This design comes from an exercise in tuning for small area on the open sky130 flow, not from production work. Function was checked by simulation only, so behaviour that the tests miss may differ from the original. No activity file was given, so power comes from the tool's default toggle rates.

Design level, start of the top module:
module level (
  input wire          clk,
  input wire          reset_i,
  output wire         sda_oe,
  output wire         sda_o,
  input  wire         sda_i,
  output wire         scl_oe,
  output wire         scl_o,
  input  wire         scl_i,
  output wire         error_led_o,
  output wire [8:0]   led_o
);
Size in the first run: roughly 670 cells after synthesis, ~120 flip-flops, roughly 18 I/O pins, roughly 5300 um2 of cells after synthesis.
==> flow/config.mk <==
export PLATFORM = sky130hd
export DESIGN_NAME = level
export DESIGN_NICKNAME = level
export VERILOG_FILES = /design/flow/design.v
export SDC_FILE = /design/flow/constraint.sdc
export NUM_CORES = 4
export LEC_CHECK = 0
export ABC_AREA = 1
export CAP_MARGIN = 20
export CORE_MARGIN = 2
export CORE_UTILIZATION = 40
export SLEW_MARGIN = 20
==> flow/constraint.sdc <==
create_clock -name core_clock -period 20.0 [get_ports {clk}]
set_input_delay 4.0000 -clock core_clock [delete_from_list [all_inputs] [get_ports {clk}]]
set_output_delay 4.0000 -clock core_clock [all_outputs]
set_load 0.01 [all_outputs]
standard.sh (not shown) runs the stock make flow with config.mk's settings and CLKGATE_MAP_FILE= SYNTH_SCRIPT=/design/flow/synth_recipe.tcl, a recipe that flattens the netlist after the stock synthesis.
==> flow/flow/run.sh <==
#!/bin/bash
# Own layout flow: the standard ORFS flow (standard.sh), with
#  - synthesis mapping with an area-oriented ABC script (flow/abc_area.script:
#    fraig, dc2, dch and the &nf area-recovering mapper) in place of ORFS's
#    abc_area.script; the rest of the synthesis (registers included) is the
#    standard one,
#  - clock tree synthesis without dummy loads, with clkbuf_4 clusters,
#  - the port buffers made with buf_1.
# Each step's full output goes to a log file in this folder.
set -euo pipefail
W=$(pwd)
rm -rf "$W/scripts_abc"
cp -r "$FLOW_HOME/scripts" "$W/scripts_abc"
cp "$W/flow/abc_area.script" "$W/scripts_abc/abc_area.script"

bash standard.sh "SCRIPTS_DIR=$W/scripts_abc" synth > "$W/synth.log" 2>&1

CTS="-sink_clustering_enable -repair_clock_nets -dont_use_dummy_load"
CTS="$CTS -sink_clustering_size 25 -sink_clustering_max_diameter 60"
CTS="$CTS -buf_list sky130_fd_sc_hd__clkbuf_4"
bash standard.sh "CTS_ARGS=$CTS" "BUFFER_PORTS_ARGS=-buffer_cell sky130_fd_sc_hd__buf_1" finish > "$W/layout.log" 2>&1
==> flow/flow/abc_area.script <==
strash
&get -n
&fraig -x
&st
&dch -f
&nf -R 1000
&put
strash
&get -n
&dch -f
&nf -R 1000
&put
strash
&get -n
&dch -f
&nf -R 1000
&put
Edit:
==> flow/flow/abc_area.script (replaced) <==
strash
&get -n
&fraig -x
&put
dc2
strash
&get -n
&dch -f
&nf -R 1000
&put
The new run produced a clean layout.
Routed wire length rises slightly.
Register-to-register slack improved by 0.09 ns.
Final cell count rises slightly.

Another version of the RTL of level (not shown whole).
Size: ~690 cells after synthesis, about 18 I/O pins.
==> flow/config.mk <==
export PLATFORM = sky130hd
export DESIGN_NAME = level
export DESIGN_NICKNAME = level
export VERILOG_FILES = /design/flow/design.v
export SDC_FILE = /design/flow/constraint.sdc
export NUM_CORES = 4
export LEC_CHECK = 0
export ABC_AREA = 1
export CAP_MARGIN = 20
export CORE_MARGIN = 2
export CORE_UTILIZATION = 40
export SLEW_MARGIN = 20
==> flow/constraint.sdc <==
create_clock -name core_clock -period 20.0 [get_ports {clk}]
set_input_delay 4.0000 -clock core_clock [delete_from_list [all_inputs] [get_ports {clk}]]
set_output_delay 4.0000 -clock core_clock [all_outputs]
set_load 0.01 [all_outputs]
==> flow/flow/run.sh <==
#!/bin/bash
# Own layout flow: the standard ORFS flow (standard.sh), with
#  - synthesis mapping with an area-oriented ABC script (flow/abc_area.script:
#    fraig, dc2, dch and the &nf area-recovering mapper) in place of ORFS's
#    abc_area.script; the rest of the synthesis (registers included) is the
#    standard one,
#  - clock tree synthesis without dummy loads, with clkbuf_4 clusters,
#  - the port buffers made with buf_1.
# Each step's full output goes to a log file in this folder.
set -euo pipefail
W=$(pwd)
rm -rf "$W/scripts_abc"
cp -r "$FLOW_HOME/scripts" "$W/scripts_abc"
cp "$W/flow/abc_area.script" "$W/scripts_abc/abc_area.script"

bash standard.sh "SCRIPTS_DIR=$W/scripts_abc" synth > "$W/synth.log" 2>&1

CTS="-sink_clustering_enable -repair_clock_nets -dont_use_dummy_load"
CTS="$CTS -sink_clustering_size 50 -sink_clustering_max_diameter 150"
CTS="$CTS -buf_list sky130_fd_sc_hd__clkbuf_8"
bash standard.sh "CTS_ARGS=$CTS" "BUFFER_PORTS_ARGS=-buffer_cell sky130_fd_sc_hd__buf_1" finish > "$W/layout.log" 2>&1
==> flow/flow/abc_area.script <==
strash
&get -n
&fraig -x
&put
dc2
strash
&get -n
&dch -f
&nf -R 1000
&put
Rerun with:
--- a/flow/flow/run.sh
+++ b/flow/flow/run.sh
@@ -18,4 +18,4 @@
 CTS="-sink_clustering_enable -repair_clock_nets -dont_use_dummy_load"
-CTS="$CTS -sink_clustering_size 50 -sink_clustering_max_diameter 150"
-CTS="$CTS -buf_list sky130_fd_sc_hd__clkbuf_8"
+CTS="$CTS -sink_clustering_size 30 -sink_clustering_max_diameter 100"
+CTS="$CTS -buf_list sky130_fd_sc_hd__clkbuf_4 sky130_fd_sc_hd__clkbuf_8"
 bash standard.sh "CTS_ARGS=$CTS" "BUFFER_PORTS_ARGS=-buffer_cell sky130_fd_sc_hd__buf_1" finish > "$W/layout.log" 2>&1
After rerunning: Now the flow failed in clock tree synthesis (4_1_cts); synthesized cell count stays the same; area after synthesis does not change.
Rerun with:
--- a/flow/flow/run.sh
+++ b/flow/flow/run.sh
@@ -18,4 +18,4 @@
 CTS="-sink_clustering_enable -repair_clock_nets -dont_use_dummy_load"
-CTS="$CTS -sink_clustering_size 30 -sink_clustering_max_diameter 100"
-CTS="$CTS -buf_list sky130_fd_sc_hd__clkbuf_4 sky130_fd_sc_hd__clkbuf_8"
+CTS="$CTS -sink_clustering_size 25 -sink_clustering_max_diameter 60"
+CTS="$CTS -buf_list sky130_fd_sc_hd__clkbuf_4"
 bash standard.sh "CTS_ARGS=$CTS" "BUFFER_PORTS_ARGS=-buffer_cell sky130_fd_sc_hd__buf_1" finish > "$W/layout.log" 2>&1
=> The new run completed without violations; area after synthesis does not change; synthesized cell count stays the same.

## P
level, a different RTL version from the one above (not shown whole).
For scale: roughly 910 cells after synthesis, ~120 flip-flops, ~0.0061 sq mm of cells after synthesis.
Settings: LEC_CHECK=0, ABC_AREA=1, CAP_MARGIN=20, CORE_MARGIN=2, CORE_UTILIZATION=40, CTS_BUF_LIST=sky130_fd_sc_hd__clkbuf_8, CTS_CLUSTER_DIAMETER=150, CTS_CLUSTER_SIZE=60, SLEW_MARGIN=20; clock period 20.0 ns.
run.sh (not shown) runs the stock make flow with config.mk's settings and CLKGATE_MAP_FILE= SYNTH_SCRIPT=/design/flow/synth_recipe.tcl, a recipe that flattens the netlist after the stock synthesis.
Stock flow here: none of the scripts above is used.
Per the final summary, P finished and its layout is clean on timing, DRC and antenna.
## Diff of input files: Q against P
Settings: CTS_BUF_LIST: sky130_fd_sc_hd__clkbuf_8 -> unset; CTS_CLUSTER_SIZE: 60 -> unset; CTS_CLUSTER_DIAMETER: 150 -> unset; ABC_AREA: 1 -> unset.
[summary]
P reports its end point of the critical path as error_led_o while Q reports led_o[3]. Compared with P, Q shows a lower clock-pin transition on the worst setup and hold timing paths. Q against P: final instance area lower, combinational share of power went up 1.5 points, overall die area stayed essentially flat.
Changes in R relative to Q:
Settings: putting ABC_AREA at 1 where nothing was set.
==> flow/flow/run.sh (new file) <==
#!/bin/bash
# Own layout flow: the standard ORFS flow (standard.sh), with
#  - synthesis mapping with an area-oriented ABC script (flow/abc_area.script:
#    fraig, dc2, dch and the &nf area-recovering mapper) in place of ORFS's
#    abc_area.script; the rest of the synthesis (registers included) is the
#    standard one,
#  - clock tree synthesis without dummy loads, with clkbuf_4 clusters,
#  - the port buffers made with buf_1.
# Each step's full output goes to a log file in this folder.
set -euo pipefail
W=$(pwd)
rm -rf "$W/scripts_abc"
cp -r "$FLOW_HOME/scripts" "$W/scripts_abc"
cp "$W/flow/abc_area.script" "$W/scripts_abc/abc_area.script"

bash standard.sh "SCRIPTS_DIR=$W/scripts_abc" synth > "$W/synth.log" 2>&1

CTS="-sink_clustering_enable -repair_clock_nets -dont_use_dummy_load"
CTS="$CTS -sink_clustering_size 25 -sink_clustering_max_diameter 60"
CTS="$CTS -buf_list sky130_fd_sc_hd__clkbuf_4"
bash standard.sh "CTS_ARGS=$CTS" "BUFFER_PORTS_ARGS=-buffer_cell sky130_fd_sc_hd__buf_1" finish > "$W/layout.log" 2>&1
==> flow/flow/abc_area.script (new file) <==
strash
&get -n
&fraig -x
&put
dc2
strash
&get -n
&dch -f
&nf -R 1000
&put
==> flow/standard.sh (new file) <==
#!/bin/bash
# synth_recipe.tcl (not shown) runs the flow's synth.tcl, then flattens the netlist and writes it again
# the make line also repeats each setting of config.mk as NAME=value (left out here)
make -C /OpenROAD-flow-scripts/flow DESIGN_CONFIG=/design/flow/config.mk WORK_HOME=/design/flow/orfs CLKGATE_MAP_FILE= SYNTH_SCRIPT=/design/flow/synth_recipe.tcl "${@:-finish}"
removed: flow/run.sh
## What came out
- Q has a higher placeable core area than R.
- Diff R and Q: switching power as a share of total power higher in Q
- Detailed-routing wirelength on met1 (R vs. Q) decreases by a little under 10%
- The lower power share of the clock group of R and Q is in R.
- Across both runs, design area was lower for R than for Q.
- Looking at share of final-layout standard cells stronger than drive strength 1, R sits below Q.
- Between Q and R, the setup violation total in the final timing report does not differ in any meaningful way.
Inputs modified between R and S:
Settings: CTS_BUF_LIST now sky130_fd_sc_hd__clkbuf_4, previously not set; CTS_CLUSTER_SIZE now 25, previously not set; CTS_CLUSTER_DIAMETER now 60, previously not set.
==> flow/run.sh (new file) <==
#!/bin/bash
# synth_recipe.tcl (not shown) runs the flow's synth.tcl, then flattens the netlist and writes it again
# the make line also repeats each setting of config.mk as NAME=value (left out here)
make -C /OpenROAD-flow-scripts/flow DESIGN_CONFIG=/design/flow/config.mk WORK_HOME=/design/flow/orfs CLKGATE_MAP_FILE= SYNTH_SCRIPT=/design/flow/synth_recipe.tcl finish
removed: flow/flow/run.sh
removed: flow/flow/abc_area.script
removed: flow/standard.sh
Notes after the runs:
- S ended with less top fanout value on the critical path than R.
- For S, the leading cell type in the layout, fill and taps excluded was sky130_fd_sc_hd__nand2_1, unlike R, where it was sky130_fd_sc_hd__dfxtp_1.
- R → S: number of multi-input combinational cells in the layout moved up; HPWL after detailed placement moved up; clock skew moved down; horizontal die dimension moved up.
- S vs R on worst setup slack: S is the lower one.

## re-timing with driven ports
How much do the figures lean on ideal ports? The routed layouts below were timed once more, with nothing changed but the port constraints. Step 1: set_driving_cell puts a clkbuf_16 on clk and a buf_2 on each other input, an assumption about the parent block. Step 2 times the ports against the registers' clock, not the clock port: input delays grow and output delays shrink by t, the midpoint of the rising clock arrivals with the driver on. Three values: no drivers, after step 1, after step 2; two values: the first two.
run | t, ns | setup WS [ns] | worst setup path at the end | clock arrival spread, ns | slew at the worst register clock pin (ns)
the first run of note 1 | 0.524 | 14.299 / 14.267 / 14.792 | register to output | 0.031 / 0.031 | 0.10 / 0.10
the second run of note 1 | 0.529 | 14.337 / 14.303 / 14.650 | input to register | 0.032 / 0.032 | 0.11 / 0.11
the first run of note 2 | 0.455 | 14.555 / 14.517 / 14.224 | input to register | 0.027 / 0.027 | 0.07 / 0.07
the third run of note 2 | 0.544 | 14.465 / 14.427 / 14.226 | input to register | 0.043 / 0.043 | 0.10 / 0.10
P | 0.470 | 14.070 / 14.033 / 14.216 | input to register | 0.008 / 0.008 | 0.07 / 0.07
Q | 0.460 | 13.950 / 13.907 / 14.366 | register to output | 0.010 / 0.011 | 0.06 / 0.06
R | 0.532 | 14.283 / 14.248 / 14.112 | input to register | 0.029 / 0.029 | 0.11 / 0.11
S | 0.579 | 13.951 / 13.911 / 14.224 | input to register | 0.014 / 0.014 | 0.11 / 0.11
After both steps setup and hold are still met in every run listed. The setup slack of the first run of note 2, which loses most, moves by -0.038 ns with the drivers and by -0.331 ns with both steps.
